Background: an optimization exercise with open tools, aiming at small area and a short achievable clock period. Do not read the settings as production practice. At most, simulation tests tie the RTL to the original design; equivalence was not proved.

Design fpu_addmul, start of the top module:
module fpu_addmul(
  input  wire        clk,
  input  wire        op,      
  input  wire [31:0] s,
  input  wire [31:0] t,
  output wire [31:0] d
);
Size in the first run: ~170 flip-flops, about 98 I/O pins, ~31000 um2 of cells after synthesis.
==> flow/config.mk <==
export PLATFORM = sky130hd
export DESIGN_NAME = fpu_addmul
export DESIGN_NICKNAME = fpu_addmul
export VERILOG_FILES = /design/flow/design.v
export SDC_FILE = /design/flow/constraint.sdc
export NUM_CORES = 4
export LEC_CHECK = 0
export CAP_MARGIN = 20
export CORE_MARGIN = 2
export CORE_UTILIZATION = 40
export SLEW_MARGIN = 20
export SYNTH_HIERARCHICAL = 1
export TNS_END_PERCENT = 5
==> flow/constraint.sdc <==
create_clock -name core_clock -period 13.0 [get_ports {clk}]
set_input_delay 2.6000 -clock core_clock [delete_from_list [all_inputs] [get_ports {clk}]]
set_output_delay 2.6000 -clock core_clock [all_outputs]
set_load 0.01 [all_outputs]
standard.sh (not shown) runs the stock make flow with config.mk's settings and CLKGATE_MAP_FILE= SYNTH_SCRIPT=/design/flow/synth_recipe.tcl, a recipe that flattens the netlist after the stock synthesis.
==> flow/flow/run.sh <==
#!/bin/bash
set -euo pipefail
export SETUP_SLACK_MARGIN=7
export BUFFER_PORTS_ARGS="-buffer_cell sky130_fd_sc_hd__buf_2"
bash standard.sh > standard.log 2>&1
Edit:
--- a/flow/design.v
+++ b/flow/design.v
@@ -1692,16 +1692,47 @@
       for (i = 0; i < 49; i = i + 1)
         if (((i >> k) & 1) == 1) begin
           cg[i] = cg[i] | (cp[i] & cg[((i >> k) << k) - 1]);
           cp[i] = cp[i] & cp[((i >> k) << k) - 1];
         end
     skl_carry = cg;
   end
 endfunction
+function gt32;
+  input [31:0] a;
+  input [31:0] b;
+  reg [31:0] g0, e0;
+  reg [15:0] g1, e1;
+  reg [7:0]  g2, e2;
+  reg [3:0]  g3, e3;
+  reg [1:0]  g4, e4;
+  integer i;
+  begin
+    g0 = a & ~b;
+    e0 = ~(a ^ b);
+    for (i = 0; i < 16; i = i + 1) begin
+      g1[i] = g0[2*i+1] | (e0[2*i+1] & g0[2*i]);
+      e1[i] = e0[2*i+1] & e0[2*i];
+    end
+    for (i = 0; i < 8; i = i + 1) begin
+      g2[i] = g1[2*i+1] | (e1[2*i+1] & g1[2*i]);
+      e2[i] = e1[2*i+1] & e1[2*i];
+    end
+    for (i = 0; i < 4; i = i + 1) begin
+      g3[i] = g2[2*i+1] | (e2[2*i+1] & g2[2*i]);
+      e3[i] = e2[2*i+1] & e2[2*i];
+    end
+    for (i = 0; i < 2; i = i + 1) begin
+      g4[i] = g3[2*i+1] | (e3[2*i+1] & g3[2*i]);
+      e4[i] = e3[2*i+1] & e3[2*i];
+    end
+    gt32 = g4[1] | (e4[1] & g4[0]);
+  end
+endfunction
 function [4:0] lzc32;
   input [31:0] x;
   reg [15:0] v0, p0;
   reg [7:0]  v1; reg [15:0] p1;
   reg [3:0]  v2; reg [11:0] p2;
   reg [1:0]  v3; reg [7:0]  p3;
   integer k;
   begin
@@ -1721,27 +1752,27 @@
       v3[k] = v2[2*k+1] | v2[2*k];
       p3[4*k+3 -: 4] = v2[2*k+1] ? {1'b0, p2[6*k+5 -: 3]} : {1'b1, p2[6*k+2 -: 3]};
     end
     lzc32 = v3[1] ? {1'b0, p3[7:4]} : {1'b1, p3[3:0]};
   end
 endfunction
 wire [7:0]  es = s[30:23], et = t[30:23];
 wire [22:0] ms = s[22:0],  mt = t[22:0];
-wire [48:0] cmp_c = skl_carry({17'd0, t[30:0]}, {17'd0, ~s[30:0]}, 1'b1);
-wire        sgt = ~cmp_c[31];             
-wire        eqm = s[30:0] == t[30:0];
-wire [31:0] g_a = sgt ? s : t;
-wire [31:0] l_a = sgt ? t : s;
 wire        is_add = s[31] == t[31];
 wire [48:0] dst_c = skl_carry({40'd0, es}, {40'd0, ~et}, 1'b1);
 wire [48:0] dts_c = skl_carry({40'd0, et}, {40'd0, ~es}, 1'b1);
 wire [7:0]  dst = es ^ ~et ^ dst_c[7:0];
 wire [7:0]  dts = et ^ ~es ^ dts_c[7:0];
 wire        ege = dst_c[8];               
+wire        eeq = es == et;
+wire        sgt = eeq ? gt32({9'd0, ms}, {9'd0, mt}) : ege;
+wire        eqm = s[30:0] == t[30:0];
+wire [31:0] g_a = {sgt ? s[31] : t[31], ege ? es : et, sgt ? ms : mt};
+wire [31:0] l_a = sgt ? t : s;
 wire [26:0] l27_st = {2'b01, mt, 2'b00} >> dst[4:0];    
 wire [26:0] l27_ts = {2'b01, ms, 2'b00} >> dts[4:0];    
 wire [26:0] l27_a  = sgt ? l27_st : l27_ts;
 reg [31:0] pos, pot;
 integer j;
 always @* begin
   pos[0] = ms[0];
   pot[0] = mt[0];
=>
- setup slack is better by 0.047 ns
- utilization is higher by 0.74 points
- via count climbs by 1.4%
- global-route usage climbs by 0.15 points
- final area climbs by 3.0%
- routed wire length goes up by 0.82%
- maximum frequency climbs by 0.77%
- critical path depth is higher by 11
- non-clock buffer count rises by 37
- hold slack loses 0.057 ns
- die area grows by 0.93%
- synthesized area grows by 0.94%
- cell count grows by 1.2%
The RTL of the second run of this note was laid out without a check of its function.


Another version of the RTL of fpu_addmul (not shown whole).
Size in the first run: about 3800 cells after synthesis, about 31000 um2 of cells after synthesis.
export LEC_CHECK = 0
export CAP_MARGIN = 20
export CORE_MARGIN = 2
export CORE_UTILIZATION = 40
export CTS_BUF_LIST = sky130_fd_sc_hd__clkbuf_4 sky130_fd_sc_hd__clkbuf_8
export SLEW_MARGIN = 20
export SYNTH_HIERARCHICAL = 1
export TNS_END_PERCENT = 5
create_clock -name core_clock -period 13.0 [get_ports {clk}]
Scripts as last shown in full above: flow/flow/run.sh
Rerun with:
--- a/flow/design.v
+++ b/flow/design.v
@@ -1724,26 +1724,28 @@
     end
     lzc32 = v3[1] ? {1'b0, p3[7:4]} : {1'b1, p3[3:0]};
   end
 endfunction
 wire [7:0]  es = s[30:23], et = t[30:23];
 wire [22:0] ms = s[22:0],  mt = t[22:0];
 wire [48:0] cmp_c = skl_carry({17'd0, t[30:0]}, {17'd0, ~s[30:0]}, 1'b1);
 wire        sgt = ~cmp_c[31];             
 wire        eqm = s[30:0] == t[30:0];
-wire [31:0] g_a = sgt ? s : t;
+wire [48:0] cmp_d = skl_carry({17'd0, s[30:0]}, {17'd0, ~t[30:0]}, 1'b1);
+wire        sge = cmp_d[31];
 wire [31:0] l_a = sgt ? t : s;
 wire        is_add = s[31] == t[31];
 wire [48:0] dst_c = skl_carry({40'd0, es}, {40'd0, ~et}, 1'b1);
 wire [48:0] dts_c = skl_carry({40'd0, et}, {40'd0, ~es}, 1'b1);
 wire [7:0]  dst = es ^ ~et ^ dst_c[7:0];
 wire [7:0]  dts = et ^ ~es ^ dts_c[7:0];
 wire        ege = dst_c[8];               
+wire [31:0] g_a = {sgt ? s[31] : t[31], ege ? es : et, sge ? ms : mt};
 wire [26:0] l27_st = {2'b01, mt, 2'b00} >> dst[4:0];    
 wire [26:0] l27_ts = {2'b01, ms, 2'b00} >> dts[4:0];    
 wire [26:0] l27_a  = sgt ? l27_st : l27_ts;
 reg [31:0] pos, pot;
 integer j;
 always @* begin
   pos[0] = ms[0];
   pot[0] = mt[0];
   for (j = 1; j < 32; j = j + 1) begin
@@ -1755,22 +1757,21 @@
 wire       sticky_a = ege ? qt[dst[4:0]] : qs[dts[4:0]];
 reg mst1_a, mst0_a;
 always @* begin
   mst1_a = 1'b0;
   mst0_a = 1'b0;
   for (j = 0; j <= 21; j = j + 1) mst1_a = mst1_a | (pos[j] & pot[21-j]);
   for (j = 0; j <= 20; j = j + 1) mst0_a = mst0_a | (pos[j] & pot[20-j]);
 end
 wire [8:0] esum = {1'b0, es} + {1'b0, et};
-wire [11:0] none_s, ntwo_s, none_t, ntwo_t;
-wire [10:0] neg_s, neg_t;
-benc u_es(.m(ms), .none(none_s), .ntwo(ntwo_s), .neg(neg_s));
-benc u_et(.m(mt), .none(none_t), .ntwo(ntwo_t), .neg(neg_t));
+wire [11:0] none_a, ntwo_a;
+wire [10:0] neg_a;
+benc u_enc(.m(sge ? mt : ms), .none(none_a), .ntwo(ntwo_a), .neg(neg_a));
 wire s_zero = s[30:0] == 31'd0, t_zero = t[30:0] == 31'd0;
 wire s_nan = (es == 8'd255) & (ms != 23'd0), t_nan = (et == 8'd255) & (mt != 23'd0);
 wire s_inf = (es == 8'd255) & (ms == 23'd0), t_inf = (et == 8'd255) & (mt == 23'd0);
 wire lnan_a = s_nan & t_nan;
 reg         op1, sgt1, big1, lsign1, sticky1, eqm1, add1, cin1, inv1;
 reg         lzero1, lnan1, linf1, mst1_1, mst0_1, ovf1_1, ovf0_1, udf1;
 reg  [31:0] g1;
 reg  [26:0] l27_1;
 reg  [7:0]  nexp0_1;
@@ -1791,21 +1792,21 @@
   lzero1  <= s_zero | t_zero;
   lnan1   <= lnan_a;
   linf1   <= (s_inf & (t_inf | t_nan)) | (t_inf & (s_inf | s_nan));
   mst1_1  <= mst1_a;
   mst0_1  <= mst0_a;
   ovf1_1  <= esum >= 9'd381;
   ovf0_1  <= esum >= 9'd382;
   udf1    <= esum < 9'd127;
   nexp0_1 <= esum[7:0] - 8'd127;
-  none1   <= sgt ? none_t : none_s;
-  ntwo1   <= sgt ? ntwo_t : ntwo_s;
-  neg1    <= sgt ? neg_t  : neg_s;
+  none1   <= none_a;
+  ntwo1   <= ntwo_a;
+  neg1    <= neg_a;
 end
 wire        a_sign, a_rsh, a_sta, a_stb, a_inc, a_rinc, a_infa;
 wire [7:0]  a_e0;
 wire [4:0]  a_esub;
 wire [25:0] a_v, a_vsp;
 wire        a_sp;
 wire        m_sign, m_rsh, m_sta, m_stb, m_ovf;
 wire [7:0]  m_e0;
 wire [25:0] m_v, m_vsp;
=> The new run completed with no timing, DRC or antenna violations; worst setup slack gains 0.053 ns; non-clock buffer count increases by 4; count of clock-buffer cells in the layout is unchanged; final area increases by 1.2%; hold slack loses 0.071 ns; global-route usage decreases by 0.19 points; via count decreases by 0.75%; wire length is about the same; die area is about the same; flip-flop and latch count stays the same; utilization increases by 0.59 points; critical path depth increases by 3.
No run of this note included a check of the RTL's function; only the layout flow was run.

port drivers added, routing unchanged:
No port has a modelled driver above. Below, the same layouts with a new extraction and two added sets of constraints. Step 1, drivers: a clkbuf_16 drives clk and a buf_2 each remaining input, both assumed. Step 2 also shifts input and output timing later by t, the mid clock arrival at the registers, as if the neighbouring blocks saw the same clock. Three values: ideal, step 1, step 2; two values: the first two.
run	shift t [ns]	setup WS [ns]	hold WS [ns]	worst setup path at the end
the first run of note 1	0.512	6.899 / 6.831 / 6.761	0.659 / 0.659 / 0.659	input to register
the second run of note 1	0.504	6.945 / 6.945 / 6.684	0.602 / 0.602 / 0.602	input to register
the first run of note 2	0.555	6.978 / 6.914 / 6.807	0.633 / 0.633 / 0.633	input to register
the second run of note 2	0.544	7.031 / 7.031 / 6.775	0.562 / 0.562 / 0.562	input to register
After both steps every run listed still meets setup and hold. The setup slack of the second run of note 1, which loses most, moves by 0.000 ns with the drivers and by -0.261 ns with both steps.
